Background: an optimization exercise with open tools, aiming at small area, a short achievable clock period and few clock cycles per item. Do not read the settings as production practice.
In this exercise RTL edits were held to simulation tests only and were not proved equivalent to the original.

// vs4x400_core
module vs4x400_core (
    input clk, input reset,
    input start_search,
    input [9:0] vector_count,
    input [7:0] dim_size,
    output reg [11:0] mem_addr,
    input signed [63:0] mem_data,
    output [31:0] max_score,
    output reg [7:0] winner_id,
    output reg busy
);
    reg fetch;             
    reg first;             
    reg [4:0] krem;        
    wire last_word = (krem == 5'd1);
    wire done;             
    always @(posedge clk or posedge reset) begin
        if (reset) begin
            fetch <= 1'b0;
            mem_addr <= 12'd0;
        end else begin
            fetch <= start_search | (fetch & ~done);
            mem_addr <= fetch ? mem_addr + 12'd1 : 12'd0;
        end
    end
    always @(posedge clk) begin
        krem <= (~fetch | last_word) ? dim_size[7:3] : krem - 5'd1;
        first <= ~fetch | last_word;
    end
    reg [63:0] d1;
    wire [47:0] enc0;
    reg [47:0] enc1;
    assign enc0[0] = mem_data[8] ^ 1'b0;
    assign enc0[1] = (mem_data[9] & ~mem_data[8] & ~1'b0) | (~mem_data[9] & mem_data[8] & 1'b0);
    assign enc0[2] = mem_data[9];
    assign enc0[3] = mem_data[10] ^ mem_data[9];
    assign enc0[4] = (mem_data[11] & ~mem_data[10] & ~mem_data[9]) | (~mem_data[11] & mem_data[10] & mem_data[9]);
    assign enc0[5] = mem_data[11];
    assign enc0[6] = mem_data[12] ^ mem_data[11];
    assign enc0[7] = (mem_data[13] & ~mem_data[12] & ~mem_data[11]) | (~mem_data[13] & mem_data[12] & mem_data[11]);
    assign enc0[8] = mem_data[13];
    assign enc0[9] = mem_data[14] ^ mem_data[13];
    assign enc0[10] = (mem_data[15] & ~mem_data[14] & ~mem_data[13]) | (~mem_data[15] & mem_data[14] & mem_data[13]);
    assign enc0[11] = mem_data[15];
    assign enc0[12] = mem_data[24] ^ 1'b0;
    assign enc0[13] = (mem_data[25] & ~mem_data[24] & ~1'b0) | (~mem_data[25] & mem_data[24] & 1'b0);
    assign enc0[14] = mem_data[25];
    assign enc0[15] = mem_data[26] ^ mem_data[25];
    assign enc0[16] = (mem_data[27] & ~mem_data[26] & ~mem_data[25]) | (~mem_data[27] & mem_data[26] & mem_data[25]);
    assign enc0[17] = mem_data[27];
    assign enc0[18] = mem_data[28] ^ mem_data[27];
    assign enc0[19] = (mem_data[29] & ~mem_data[28] & ~mem_data[27]) | (~mem_data[29] & mem_data[28] & mem_data[27]);
    assign enc0[20] = mem_data[29];
  ...
Settings: LEC_CHECK=0, CAP_MARGIN=20, CORE_MARGIN=2, CORE_UTILIZATION=55, SLEW_MARGIN=20; clock period 16.0 ns.
standard.sh (not shown) runs the stock make flow with config.mk's settings and CLKGATE_MAP_FILE= SYNTH_SCRIPT=/design/flow/synth_recipe.tcl, a recipe that flattens the netlist after the stock synthesis.
==> flow/flow/run.sh <==
#!/bin/bash
# The standard layout (standard synthesis unchanged), with two changes to how the layout is
# made: every port still gets a buffer, but outputs get buf_4 and inputs buf_1 instead of the
# delay buffer buffer_ports picks by default (flow/ports.tcl); and the resizer's repair aims for setup slack
# below the clock period. Each tool's output is in orfs/logs; make's output in standard.log.
set -euo pipefail
here=$(pwd)
bash standard.sh \
  PRE_GLOBAL_PLACE_TCL="$here/flow/ports.tcl" \
  SETUP_SLACK_MARGIN=11.7 \
  finish > standard.log 2>&1
==> flow/flow/ports.tcl <==
# Sourced before global placement (PRE_GLOBAL_PLACE_TCL). global_place.tcl then calls
# buffer_ports; this wraps it so that every port still gets a buffer, but inputs get buf_1 and
# outputs buf_4 instead of the delay buffer buffer_ports picks by default.
rename buffer_ports my_std_buffer_ports
proc buffer_ports {args} {
  my_std_buffer_ports -inputs -buffer_cell sky130_fd_sc_hd__buf_1
  my_std_buffer_ports -outputs -buffer_cell sky130_fd_sc_hd__buf_4
}
The baseline finished clean.
Testbench counts at the start, summed over its fixed seeds: cycles 76,099, words 75,811.
Change:
--- a/flow/design.v
+++ b/flow/design.v
@@ -9,25 +9,27 @@
     output reg [7:0] winner_id,
     output reg busy
 );
     reg fetch;             
     reg first;             
     reg [4:0] krem;        
+    reg [8:0] vrem;        
     wire last_word = (krem == 5'd1);
-    wire done;             
+    wire last_vec = (vrem == 9'd1);
     always @(posedge clk or posedge reset) begin
         if (reset) begin
             fetch <= 1'b0;
             mem_addr <= 12'd0;
         end else begin
-            fetch <= start_search | (fetch & ~done);
+            fetch <= start_search | (fetch & ~(last_word & last_vec));
             mem_addr <= fetch ? mem_addr + 12'd1 : 12'd0;
         end
     end
     always @(posedge clk) begin
         krem <= (~fetch | last_word) ? dim_size[7:3] : krem - 5'd1;
+        vrem <= ~fetch ? vector_count[8:0] : (last_word ? vrem - 9'd1 : vrem);
         first <= ~fetch | last_word;
     end
     reg [63:0] d1;
     wire [47:0] enc0;
     reg [47:0] enc1;
     assign enc0[0] = mem_data[8] ^ 1'b0;
@@ -77,12 +79,13 @@
     assign enc0[44] = mem_data[61];
     assign enc0[45] = mem_data[62] ^ mem_data[61];
     assign enc0[46] = (mem_data[63] & ~mem_data[62] & ~mem_data[61]) | (~mem_data[63] & mem_data[62] & mem_data[61]);
     assign enc0[47] = mem_data[63];
     reg f1;                
     reg l1;                
+    reg e1;                
     reg [21:0] acc_s, acc_c;
     wire [21:0] as_q = f1 ? 22'd0 : acc_s;
     wire [21:0] ac_q = f1 ? 22'd0 : acc_c;
     wire q1;
     wire q2;
     wire q3;
@@ -1107,48 +1110,54 @@
     assign c175 = (1'b1 & as_q[21]) | (ac_q[21] & (1'b1 ^ as_q[21]));
     assign s176 = c173 ^ s175 ^ c174;
     assign c176 = (c173 & s175) | (c174 & (c173 ^ s175));
     wire [21:0] acc_s_d = {s176, s174, s172, s170, s168, s166, s164, c154, s154, c136, c124, s124, c96, c80, s79, c48, s47, c24, s23, s15, s7, s3};
     wire [21:0] acc_c_d = {1'b0, 1'b0, c170, 1'b0, 1'b0, c164, 1'b0, s160, c146, s146, s136, 1'b0, s110, s96, s80, s64, s48, s36, s24, s16, s8, s4};
     always @(posedge clk or posedge reset) begin
-        if (reset)
+        if (reset) begin
             l1 <= 1'b0;
-        else
-            l1 <= fetch & last_word & ~done;
+            e1 <= 1'b0;
+        end else begin
+            l1 <= fetch & last_word;
+            e1 <= fetch & last_word & last_vec;
+        end
     end
     always @(posedge clk) begin
         d1 <= mem_data;
         enc1 <= enc0;
         f1 <= first;
         acc_s <= acc_s_d;
         acc_c <= acc_c_d;
     end
     reg d2;                
+    reg e2;                
+    reg firstv;            
     reg [7:0] vid;         
     reg [21:0] best;
     reg best31;
-    wire [8:0] vid_next = {1'b0, vid} + 9'd1;
-    assign done = d2 & (vid_next == vector_count[8:0]);
     wire signed [21:0] score = acc_s + acc_c;
-    wire take = d2 & ((vid == 8'd0) | (score > $signed(best)));
+    wire take = d2 & (firstv | (score > $signed(best)));
     always @(posedge clk or posedge reset) begin
         if (reset) begin
             d2 <= 1'b0;
+            e2 <= 1'b0;
             busy <= 1'b0;
             best <= 22'd1;
             best31 <= 1'b1;
             winner_id <= 8'hFF;
         end else begin
-            d2 <= l1 & ~done;
-            busy <= start_search | (busy & ~done);
+            d2 <= l1;
+            e2 <= e1;
+            busy <= start_search | (busy & ~e2);
             if (take) begin
                 best <= score;
                 best31 <= score[21];
                 winner_id <= vid;
             end
         end
     end
     always @(posedge clk) begin
-        vid <= ~busy ? 8'd0 : (d2 ? vid_next[7:0] : vid);
+        firstv <= ~busy | (firstv & ~d2);
+        vid <= ~busy ? 8'd0 : vid + {7'd0, d2};
     end
     assign max_score = {best31, {9{best[21]}}, best};
 endmodule
Global-route usage climbs by 0.42 points; final cell count goes up by 3.5%; via count grows by 6.0%; utilization increases by 1.8 points; setup slack got worse by 0.0070 ns.
Testbench counts after the change, summed over its fixed seeds: cycles 76,099, words 75,811.

==> static timing again, ports no longer ideal <==
The flow's constraints put no driver on any port. The routed layouts listed below were extracted and timed again, unchanged, in two steps. Step 1 (the two cells are an assumption about what drives the block):
set clk [get_ports {clk}]
set_driving_cell -lib_cell sky130_fd_sc_hd__clkbuf_16 $clk
set_driving_cell -lib_cell sky130_fd_sc_hd__buf_2 [delete_from_list [all_inputs] $clk]
Step 2 also shifts input and output timing later by t, the mid clock arrival at the registers, as if the neighbouring blocks saw the same clock. Three values: ideal ports, drivers, drivers and shift; two values: the first two.
run	shift t [ns]	slack for setup (ns)	worst setup path after step 2	worst data-port slew with drivers (ns)
the first run	0.486	11.721 / 11.673 / 11.311	input to register	0.04
the second run	0.482	11.714 / 11.666 / 11.768	register to register	0.04
After both steps setup and hold are still met in every run listed. The setup slack of the first run, which loses most, moves by -0.048 ns with the drivers and by -0.410 ns with both steps.
